This is an optimization exercise on Yosys and OpenROAD, whose aim is small area, a short achievable clock period and few clock cycles per item, not a production implementation. Where RTL was checked, it was by simulation tests only, not by an equivalence proof against the original.

Setup of indigo:
Design dnn_relu_fp16, start of the top module:
module dnn_relu_fp16
     (input     logic   clk,
      input     logic   rst,
      input     logic   start,
      input     logic   reset,
      output    logic   done,
      output    logic   unsigned    [16:0]    mem_addr,
      input     logic   signed      [15:0]    mem_data,
      output    logic               [159:0]   out);
Size: about 29000 sq um of cells after synthesis.
export LEC_CHECK = 0
export CAP_MARGIN = 20
export CORE_MARGIN = 2
export CORE_UTILIZATION = 55
export CTS_BUF_LIST = sky130_fd_sc_hd__clkbuf_16
export CTS_CLUSTER_DIAMETER = 80
export CTS_CLUSTER_SIZE = 30
export SLEW_MARGIN = 20
create_clock -name core_clock -period 30.0 [get_ports {clk}]
standard.sh (not shown) runs the stock make flow with config.mk's settings and CLKGATE_MAP_FILE= SYNTH_SCRIPT=/design/flow/synth_recipe.tcl, a recipe that flattens the netlist after the stock synthesis.
==> flow/flow/run.sh <==
#!/bin/bash
# Layout flow: the standard flow (standard.sh), with the port buffers
# made of sky130_fd_sc_hd__buf_2 cells and timing repair aimed at a setup
# slack of 22.5 ns. Each tool's output goes to a log file of its own here.
set -euo pipefail
bash standard.sh synth > log_synth.txt 2>&1
bash standard.sh SETUP_SLACK_MARGIN=22.5 "BUFFER_PORTS_ARGS=-buffer_cell sky130_fd_sc_hd__buf_2" finish > log_layout.txt 2>&1
indigo | status: complete | timing, DRC, antenna: pass
diff inputs: indigo => quartz
-- flow/flow/run.sh --
<<< indigo, line 6
bash standard.sh synth > log_synth.txt 2>&1
bash standard.sh SETUP_SLACK_MARGIN=22.5 "BUFFER_PORTS_ARGS=-buffer_cell sky130_fd_sc_hd__buf_2" finish > log_layout.txt 2>&1
>>> quartz, line 6
bash standard.sh synth > log_synth.txt 2>&1
bash standard.sh SETUP_SLACK_MARGIN=22.75 "BUFFER_PORTS_ARGS=-buffer_cell sky130_fd_sc_hd__buf_2" finish > log_layout.txt 2>&1
The lower cell area after layout came out of indigo.
indigo -> quartz: number of flip-flops and latches delta 0, exact match
Arrival time at the worst endpoint came out lower on quartz than on indigo.
There was hardly any difference in clock skew between indigo and quartz.
Between indigo and quartz, number of optimization iterations in the first detailed-route pass decreased.
No functional check of the RTL was part of any run of this note.

========
build 51:
dnn_relu_fp16, a different RTL version from the one above (not shown whole).
Size: roughly 2600 cells after synthesis, ~800 flip-flops, roughly 200 I/O pins, roughly 0.031 sq mm of cells after synthesis.
Settings: LEC_CHECK=0, CAP_MARGIN=20, CORE_MARGIN=2, CORE_UTILIZATION=40, CTS_BUF_LIST=sky130_fd_sc_hd__clkbuf_16, CTS_CLUSTER_DIAMETER=80, CTS_CLUSTER_SIZE=30, SLEW_MARGIN=20; clock period 30.0 ns.
run.sh (not shown) runs the stock make flow with config.mk's settings and CLKGATE_MAP_FILE= SYNTH_SCRIPT=/design/flow/synth_recipe.tcl, a recipe that flattens the netlist after the stock synthesis.
Stock flow here: none of the scripts above is used.
Relative to build 51, the following input files were edited for build 14:
==> flow/flow/run.sh (new file) <==
#!/bin/bash
# Layout flow: the standard flow (standard.sh), with the port buffers
# made of sky130_fd_sc_hd__buf_2 cells and timing repair aimed at a setup
# slack of 22.5 ns. Each tool's output goes to a log file of its own here.
set -euo pipefail
bash standard.sh synth > log_synth.txt 2>&1
bash standard.sh SETUP_SLACK_MARGIN=22.5 "BUFFER_PORTS_ARGS=-buffer_cell sky130_fd_sc_hd__buf_2" finish > log_layout.txt 2>&1
==> flow/standard.sh (new file) <==
#!/bin/bash
# synth_recipe.tcl (not shown) runs the flow's synth.tcl, then flattens the netlist and writes it again
# the make line also repeats each setting of config.mk as NAME=value (left out here)
make -C /OpenROAD-flow-scripts/flow DESIGN_CONFIG=/design/flow/config.mk WORK_HOME=/design/flow/orfs CLKGATE_MAP_FILE= SYNTH_SCRIPT=/design/flow/synth_recipe.tcl "${@:-finish}"
removed: flow/run.sh
### Flow results
- Both conditions hold for build 14: the flow ran to the end and the final layout passed the timing, DRC and antenna checks.
- Relative to build 51, the HPWL after detailed placement measured on build 14 has decreased slightly.
- In build 14 relative to build 51, met3 wire length had gone up by more than 10%.
- Changes observed in build 14 relative to build 51: cell count was more or less identical; largest driver fanout on the critical path was more or less identical; fmax went up by 7.2%; share of the core filled with cells went down by 1.4 points.
- Setup slack of the critical path after layout: higher on build 14
Input-level comparison between build 7 and build 14:
Settings: CORE_UTILIZATION: 40 -> 70.
Notes after the runs:
Summary of the comparison: via count is higher in build 7, relative to build 14.
From build 14 to build 7 the numbers moved as follows: post-layout instance area now sits lower; die area now sits lower.
diff inputs: build 7 => build 58
Settings: changing CTS_CLUSTER_SIZE from 30 to 20; changing CTS_CLUSTER_DIAMETER from 80 to 50; changing CTS_BUF_LIST from sky130_fd_sc_hd__clkbuf_16 to sky130_fd_sc_hd__clkbuf_8; changing CORE_UTILIZATION from 70 to 40.
==> flow/run.sh (new file) <==
#!/bin/bash
# synth_recipe.tcl (not shown) runs the flow's synth.tcl, then flattens the netlist and writes it again
# the make line also repeats each setting of config.mk as NAME=value (left out here)
make -C /OpenROAD-flow-scripts/flow DESIGN_CONFIG=/design/flow/config.mk WORK_HOME=/design/flow/orfs CLKGATE_MAP_FILE= SYNTH_SCRIPT=/design/flow/synth_recipe.tcl finish
removed: flow/flow/run.sh
removed: flow/standard.sh
==> results.txt <==
- Final cell count came out higher on build 58 than on build 7.
- The wire length reported by the detailed router reported for build 58 is greater than that of build 7 by about 3.7%.
- The end of the critical path comes out out[156] in one run and out[51] in the other, namely in build 7 and build 58 respectively.
- Comparing wire length of the first global-routing pass for build 58 and build 7, the smaller number came from build 7.
- Against build 7, build 58 comes in 1 lower on number of cell instances on the worst register-to-register path.
- Build 58 reports a higher clock skew than build 7 does.
- Relative to build 7, build 58 degrades setup slack.
#### Input delta (build 44 over build 58)
Settings: a change of CTS_CLUSTER_SIZE from 20 to 30; a change of CTS_BUF_LIST from sky130_fd_sc_hd__clkbuf_8 to sky130_fd_sc_hd__clkbuf_16; a change of CTS_CLUSTER_DIAMETER from 50 to 80; a change of CORE_UTILIZATION from 40 to 55.
==> flow/flow/run.sh (new file) <==
#!/bin/bash
# Layout flow: the standard flow (standard.sh), with the port buffers
# made of sky130_fd_sc_hd__buf_2 cells and timing repair aimed at a setup
# slack of 22.5 ns. Each tool's output goes to a log file of its own here.
set -euo pipefail
bash standard.sh synth > log_synth.txt 2>&1
bash standard.sh SETUP_SLACK_MARGIN=22.5 "BUFFER_PORTS_ARGS=-buffer_cell sky130_fd_sc_hd__buf_2" finish > log_layout.txt 2>&1
==> flow/standard.sh (new file) <==
#!/bin/bash
# synth_recipe.tcl (not shown) runs the flow's synth.tcl, then flattens the netlist and writes it again
# the make line also repeats each setting of config.mk as NAME=value (left out here)
make -C /OpenROAD-flow-scripts/flow DESIGN_CONFIG=/design/flow/config.mk WORK_HOME=/design/flow/orfs CLKGATE_MAP_FILE= SYNTH_SCRIPT=/design/flow/synth_recipe.tcl "${@:-finish}"
removed: flow/run.sh
Compared with build 58, build 44 ends up with less cell area. Build 44 has first-iteration DRC count below what build 58 had. Against build 58, number of global-route vias before repair in build 44 fell by a few percent. | wire length | higher: build 58 |. Delta (build 44 minus build 58): netlist area before placement flat; global-route wire length before repair down 7100 microns; die outline area went down 27%.
The inputs of build 81 differ from those of build 44 as listed below.
Settings: CORE_UTILIZATION: 55 -> 40.
==> flow/flow/run.sh <==
#!/bin/bash
# Layout flow: the standard flow (standard.sh), with the port buffers
# made of sky130_fd_sc_hd__buf_2 cells and timing repair aimed at a setup
# slack of 23.0 ns. Each tool's output goes to a log file of its own here.
set -euo pipefail
bash standard.sh synth > log_synth.txt 2>&1
bash standard.sh SETUP_SLACK_MARGIN=23.0 "BUFFER_PORTS_ARGS=-buffer_cell sky130_fd_sc_hd__buf_2" finish > log_layout.txt 2>&1
==> comparison <==
Both conditions hold for build 81: the flow ran to the end and the final layout passed the timing, DRC and antenna checks. The utilization after layout number comes out lower for build 81 vs build 44. Hold slack essentially unchanged between build 81 and build 44. Comparing build 81 against build 44, there is no change at all in top-level I/O count. Diff build 81..build 44 | leftover overflow at the end of global routing | unchanged. Summary of build 81 over build 44: detailed-route wire length climbed 6.4%, worst max-slew margin expressed relative to the limit saw an increase.
No run of this note included a check of the RTL's function; only the layout flow was run.

========
alpha:
Another version of the RTL of dnn_relu_fp16 (not shown whole).
Size in the first run: roughly 2500 cells after synthesis, about 760 flip-flops, ~200 I/O pins.
clock: 30.0 ns
lec_check: 0
cap_margin: 20
core_margin: 2
core_utilization: 62
cts_buf_list: sky130_fd_sc_hd__clkbuf_16
cts_cluster_diameter: 80
cts_cluster_size: 30
slew_margin: 20
standard.sh (not shown) runs the stock make flow with config.mk's settings and CLKGATE_MAP_FILE= SYNTH_SCRIPT=/design/flow/synth_recipe.tcl, a recipe that flattens the netlist after the stock synthesis.
==> flow/flow/run.sh <==
#!/bin/bash
# Layout flow: the standard flow (standard.sh), with the port buffers
# made of sky130_fd_sc_hd__buf_2 cells and timing repair aimed at a setup
# slack of 22.5 ns. Each tool's output goes to a log file of its own here.
set -euo pipefail
bash standard.sh synth > log_synth.txt 2>&1
bash standard.sh SETUP_SLACK_MARGIN=22.75 "BUFFER_PORTS_ARGS=-buffer_cell sky130_fd_sc_hd__buf_2" finish > log_layout.txt 2>&1
Looking at the reports, alpha completed the entire flow and the layout it produced met the timing, DRC and antenna checks.
Testbench counts of alpha, summed over its fixed seeds: cycles 143,457, items 48.
What beta does differently from alpha at the input level:
==> flow/flow/run.sh <==
#!/bin/bash
# Layout flow: the standard flow (standard.sh), with the port buffers
# made of sky130_fd_sc_hd__buf_2 cells, timing repair aimed at a setup
# slack of 22.75 ns, and clock tree synthesis without dummy loads.
# Each tool's output goes to a log file of its own here.
set -euo pipefail
bash standard.sh synth > log_synth.txt 2>&1
bash standard.sh SETUP_SLACK_MARGIN=22.75 \
  "BUFFER_PORTS_ARGS=-buffer_cell sky130_fd_sc_hd__buf_2" \
  "CTS_ARGS=-sink_clustering_enable -repair_clock_nets -sink_clustering_size 20 -sink_clustering_max_diameter 50 -buf_list sky130_fd_sc_hd__clkbuf_8 -dont_use_dummy_load" \
  finish > log_layout.txt 2>&1
The core of beta is more densely filled than that of alpha.
Summary of beta over alpha: final cell area excluding filler cells up about 1.8%.
Growth of design area from synthesis to finish (lower): alpha
Per the comparison of beta with alpha, hold slack went down by 0.053 ns; number of buffers created by CTS increased 49%.
Post-layout instance count excluding filler cells delta for beta relative to alpha: about 3% higher
On clock period minus final worst setup slack, alpha beats beta.

========
dnn_relu_fp16, a different RTL version from the one above (not shown whole).
For scale: about 2300 cells after synthesis, about 200 I/O pins, roughly 28000 sq um of cells after synthesis.
// dnn_relu_fp16
module dnn_relu_fp16
     (input     logic   clk,
      input     logic   rst,
      input     logic   start,
      input     logic   reset,
      output    logic   done,
      output    logic   unsigned    [16:0]    mem_addr,
      input     logic   signed      [15:0]    mem_data,
      output    logic               [159:0]   out);
    localparam logic [13:0] BASE_W1 = 14'd401;
    localparam logic [13:0] BASE_W2 = 14'd10426;
    localparam logic [15:0] ONE     = 16'h3C00;
    localparam logic [4:0]  NJ0     = 5'd6;
    localparam logic [12:0] ONE3    = 13'd3072;     
    localparam logic [2:0] S_IDLE = 3'd0,
                           S_L1   = 3'd1,
                           S_PRE  = 3'd2,
                           S_L2   = 3'd3,
                           S_FIN  = 3'd4,
                           S_DONE = 3'd5;
    logic [2:0]  st;
    logic [4:0]  nj;
    logic        start_q;
    logic [13:0] ma;       
    logic [8:0]  n;        
    logic [13:0] fb;       
    logic [5:0]  cc;       
    logic        qv;       
    logic [4:0]  clrc;     
    logic        sel_r, sel_y, sel_o;    
    logic        rot;      
    logic r_act, r_w1, r_l2, r_pre, r_l2f, r_last, r_first;
    logic m_act, m_v, m_l2, m_pre, m_l2f, m_last;
    logic s1_l2, s1_pre, s1_last;
    logic s2_l2, s2_pre, s2_last;
    logic y_pre, y_last;
    logic [15:0] D, A, Q, P, Y;
    logic [12:0] A3;
    logic [15:0] R [0:23];
    logic [15:0] O [0:9];
    logic [15:0] X_l;
    logic [10:0] X_ms;
    logic        X_sub;
    logic [4:0]  njn;
    logic        cap, busy;
    logic [15:0] prod, acc, s1_l, s2_s, h2, asrc;
    logic [10:0] s1_ms;
    logic        s1_sub;
    assign njn  = (nj >= 5'd12) ? nj - 5'd12 : nj + 5'd13;
    assign cap  = (st == S_L1) && m_act && (D[14:0] != 15'd0);
    assign busy = r_w1 && (cc != 6'd0);
    assign h2   = R[2][15] ? 16'h0000 : R[2];
    assign asrc = r_first ? Q : h2;
    mul_fp16 U_MUL (.v(m_v), .a(A), .a3(A3), .b(D), .s(prod));
    assign acc = ({16{sel_r}} & R[0]) | ({16{sel_y}} & Y) | ({16{sel_o}} & O[0]);
    add_s1 U_ADD1 (.a(acc), .b(P), .l(s1_l), .ms(s1_ms), .sub(s1_sub));
    add_s2 U_ADD2 (.l(X_l), .ms(X_ms), .sub(X_sub), .s(s2_s));
    logic [2:0]  st_n;
    logic [13:0] ma_n;
    logic [13:0] step;
    logic [8:0]  n_n;
    logic [5:0]  cc_n;
  ...
clock: 30.0 ns
lec_check: 0
cap_margin: 20
core_margin: 2
core_utilization: 70
gpl_timing_driven: 1
slew_margin: 20
==> flow/flow/run.sh <==
#!/bin/bash
# Layout flow: the standard flow (standard.sh), with the port buffers
# made of sky130_fd_sc_hd__buf_2 cells, timing repair aimed at a setup
# slack of 22.75 ns, and clock tree synthesis without dummy loads.
# Each tool's output goes to a log file of its own here.
set -euo pipefail
bash standard.sh synth > log_synth.txt 2>&1
bash standard.sh SETUP_SLACK_MARGIN=22.75 \
  "BUFFER_PORTS_ARGS=-buffer_cell sky130_fd_sc_hd__buf_2" \
  "CTS_ARGS=-sink_clustering_enable -repair_clock_nets -sink_clustering_size 30 -sink_clustering_max_diameter 80 -buf_list sky130_fd_sc_hd__clkbuf_16 -dont_use_dummy_load" \
  finish > log_layout.txt 2>&1
Testbench counts at the start, summed over its fixed seeds: cycles 143,185, items 48.
Change:
--- a/flow/flow/run.sh
+++ b/flow/flow/run.sh
@@ -10 +10 @@
-  "CTS_ARGS=-sink_clustering_enable -repair_clock_nets -sink_clustering_size 30 -sink_clustering_max_diameter 80 -buf_list sky130_fd_sc_hd__clkbuf_16 -dont_use_dummy_load" \
+  "CTS_ARGS=-sink_clustering_enable -repair_clock_nets -sink_clustering_size 30 -sink_clustering_max_diameter 80 -buf_list sky130_fd_sc_hd__clkbuf_16 -dont_use_dummy_load -sink_clustering_levels 1" \
GPL_TIMING_DRIVEN = unset   (was 1)
=>
- The new run produced a clean layout
- worst setup slack is unchanged
- global-route usage is unchanged
- area after synthesis stays the same
- wire length does not change
- non-clock buffer count is unchanged
- utilization does not change
- flip-flop and latch count is unchanged
- clock skew does not change
- maximum frequency does not change
- cell count does not change

========
build 3:
dnn_relu_fp16 again, from the RTL that the note above started with.
// dnn_relu_fp16
module dnn_relu_fp16
     (input     logic   clk,
      input     logic   rst,
      input     logic   start,
      input     logic   reset,
      output    logic   done,
      output    logic   unsigned    [16:0]    mem_addr,
      input     logic   signed      [15:0]    mem_data,
      output    logic               [159:0]   out);
Settings: LEC_CHECK=0, CAP_MARGIN=20, CORE_MARGIN=2, CORE_UTILIZATION=70, SLEW_MARGIN=20; clock period 30.0 ns.
==> flow/flow/run.sh <==
#!/bin/bash
# Layout flow: the standard flow (standard.sh), with the port buffers
# made of sky130_fd_sc_hd__buf_2 cells, timing repair aimed at a setup
# slack of 22.6 ns, and clock tree synthesis without dummy loads.
# Each tool's output goes to a log file of its own here.
set -euo pipefail
bash standard.sh synth > log_synth.txt 2>&1
bash standard.sh SETUP_SLACK_MARGIN=22.6 \
  "BUFFER_PORTS_ARGS=-buffer_cell sky130_fd_sc_hd__buf_2" \
  "CTS_ARGS=-sink_clustering_enable -repair_clock_nets -sink_clustering_size 30 -sink_clustering_max_diameter 80 -buf_list sky130_fd_sc_hd__clkbuf_16 -dont_use_dummy_load" \
  finish > log_layout.txt 2>&1
Testbench counts of build 3, summed over its fixed seeds: cycles 143,185, items 48.
## Diff of input files: build 47 against build 3
==> flow/flow/run.sh <==
#!/bin/bash
# Layout flow: the standard flow (standard.sh), with the port buffers
# made of sky130_fd_sc_hd__buf_2 cells, timing repair aimed at a setup
# slack of 22.75 ns, and clock tree synthesis without dummy loads.
# Each tool's output goes to a log file of its own here.
set -euo pipefail
bash standard.sh synth > log_synth.txt 2>&1
bash standard.sh SETUP_SLACK_MARGIN=22.75 \
  "BUFFER_PORTS_ARGS=-buffer_cell sky130_fd_sc_hd__buf_2" \
  "CTS_ARGS=-sink_clustering_enable -repair_clock_nets -sink_clustering_size 30 -sink_clustering_max_diameter 80 -buf_list sky130_fd_sc_hd__clkbuf_16 -dont_use_dummy_load -distance_between_buffers 300" \
  finish > log_layout.txt 2>&1
Notes after the runs:
Via count of the routed design essentially unchanged between build 47 and build 3.
Reported for build 3 and build 47, placed standard-cell area turned out identical to the last digit.
Build 47 vs build 3: critical path arrival down in build 47
Setup slack: build 47 more than build 3
~same global-route wire length before repair in build 3 and build 47
Utilization delta (build 3 -> build 47): insignificant
Any difference in number of global-route vias before repair between build 47 and build 3 is small enough to ignore.
What build 35 does differently from build 47 at the input level:
==> flow/flow/run.sh <==
#!/bin/bash
# Layout flow: the standard flow (standard.sh), with the port buffers
# made of sky130_fd_sc_hd__buf_2 cells, timing repair aimed at a setup
# slack of 22.85 ns, and clock tree synthesis without dummy loads.
# Each tool's output goes to a log file of its own here.
set -euo pipefail
bash standard.sh synth > log_synth.txt 2>&1
bash standard.sh SETUP_SLACK_MARGIN=22.85 \
  "BUFFER_PORTS_ARGS=-buffer_cell sky130_fd_sc_hd__buf_2" \
  "CTS_ARGS=-sink_clustering_enable -repair_clock_nets -sink_clustering_size 30 -sink_clustering_max_diameter 80 -buf_list sky130_fd_sc_hd__clkbuf_16 -dont_use_dummy_load" \
  finish > log_layout.txt 2>&1
Findings:
- Route | build 35 vs build 47 | wire longer in build 35
- Delta (build 35 minus build 47): largest fanout on the critical path now sits at about the same level.
- Of the two values seen for launching instance or port of the critical path, O[0][10]$_DFFE_PP_ was produced by build 47 and O[3][11]$_DFFE_PP_ by build 35.
The inputs of build 15 differ from those of build 35 as listed below.
Settings: CORE_UTILIZATION changed from 70 to 66.
--- a/flow/flow/run.sh
+++ b/flow/flow/run.sh
@@ -3,3 +3,3 @@
 # made of sky130_fd_sc_hd__buf_2 cells, timing repair aimed at a setup
-# slack of 22.85 ns, and clock tree synthesis without dummy loads.
+# slack of 22.75 ns, and clock tree synthesis without dummy loads.
 # Each tool's output goes to a log file of its own here.
@@ -7,3 +7,3 @@
 bash standard.sh synth > log_synth.txt 2>&1
-bash standard.sh SETUP_SLACK_MARGIN=22.85 \
+bash standard.sh SETUP_SLACK_MARGIN=22.75 \
   "BUFFER_PORTS_ARGS=-buffer_cell sky130_fd_sc_hd__buf_2" \
==> results.txt <==
- Number of levels the H-tree was split into came out exactly the same in build 35 and build 15.
- Delta (build 15 minus build 35): share of the clock period used by the worst path after layout about even, xor and xnor area share after synthesis ~0 delta, maximum operating frequency saw little to no change.
- The final layout from build 15, which completed every stage, passed the timing, DRC and antenna checks at the end of the flow.

## what the ideal ports hide
No port has a modelled driver above. Below, the same layouts with a new extraction and two added sets of constraints. Step 1 assumes that a clkbuf_16 drives the clock port and a buf_2 every other input. Step 2 times the ports against the registers' clock, not the clock port: input delays grow and output delays shrink by t, the midpoint of the rising clock arrivals with the driver on. Three values: ideal, step 1, step 2; two values: the first two.
run	t, ns	setup WS [ns]	worst setup path at the end	slew at the worst register clock pin (ns)	pins driven straight from the clock port
indigo	0.656	22.556 / 22.492 / 22.431	input to register	0.12 / 0.12	1
quartz	0.653	22.764 / 22.701 / 22.412	input to register	0.11 / 0.11	1
build 51	0.681	22.092 / 22.027 / 22.603	input to register	0.11 / 0.11	1
build 14	0.682	22.625 / 22.561 / 22.982	input to register	0.11 / 0.11	1
build 7	0.652	22.684 / 22.620 / 22.973	register to register	0.12 / 0.12	1
build 58	0.762	22.019 / 21.956 / 22.613	input to register	0.12 / 0.12	1
build 44	0.652	22.747 / 22.687 / 23.041	input to register	0.11 / 0.11	1
build 81	0.682	22.628 / 22.564 / 22.978	input to register	0.11 / 0.11	1
alpha	0.634	22.749 / 22.692 / 22.812	input to register	0.11 / 0.11	1
beta	0.719	22.635 / 22.580 / 22.798	input to register	0.12 / 0.12	1
the first run of note 4	0.609	22.752 / 22.693 / 22.658	input to register	0.11 / 0.11	1
the second run of note 4	0.609	22.752 / 22.693 / 22.658	input to register	0.11 / 0.11	1
build 3	0.607	22.734 / 22.672 / 22.613	input to register	0.11 / 0.11	1
build 47	0.609	22.752 / 22.693 / 22.658	input to register	0.11 / 0.11	1
build 35	0.611	22.687 / 22.626 / 22.627	input to register	0.12 / 0.12	1
build 15	0.617	22.705 / 22.648 / 22.715	input to register	0.11 / 0.11	1
After both steps setup and hold are still met in every run listed. The setup slack of quartz, which loses most, moves by -0.063 ns with the drivers and by -0.352 ns with both steps.
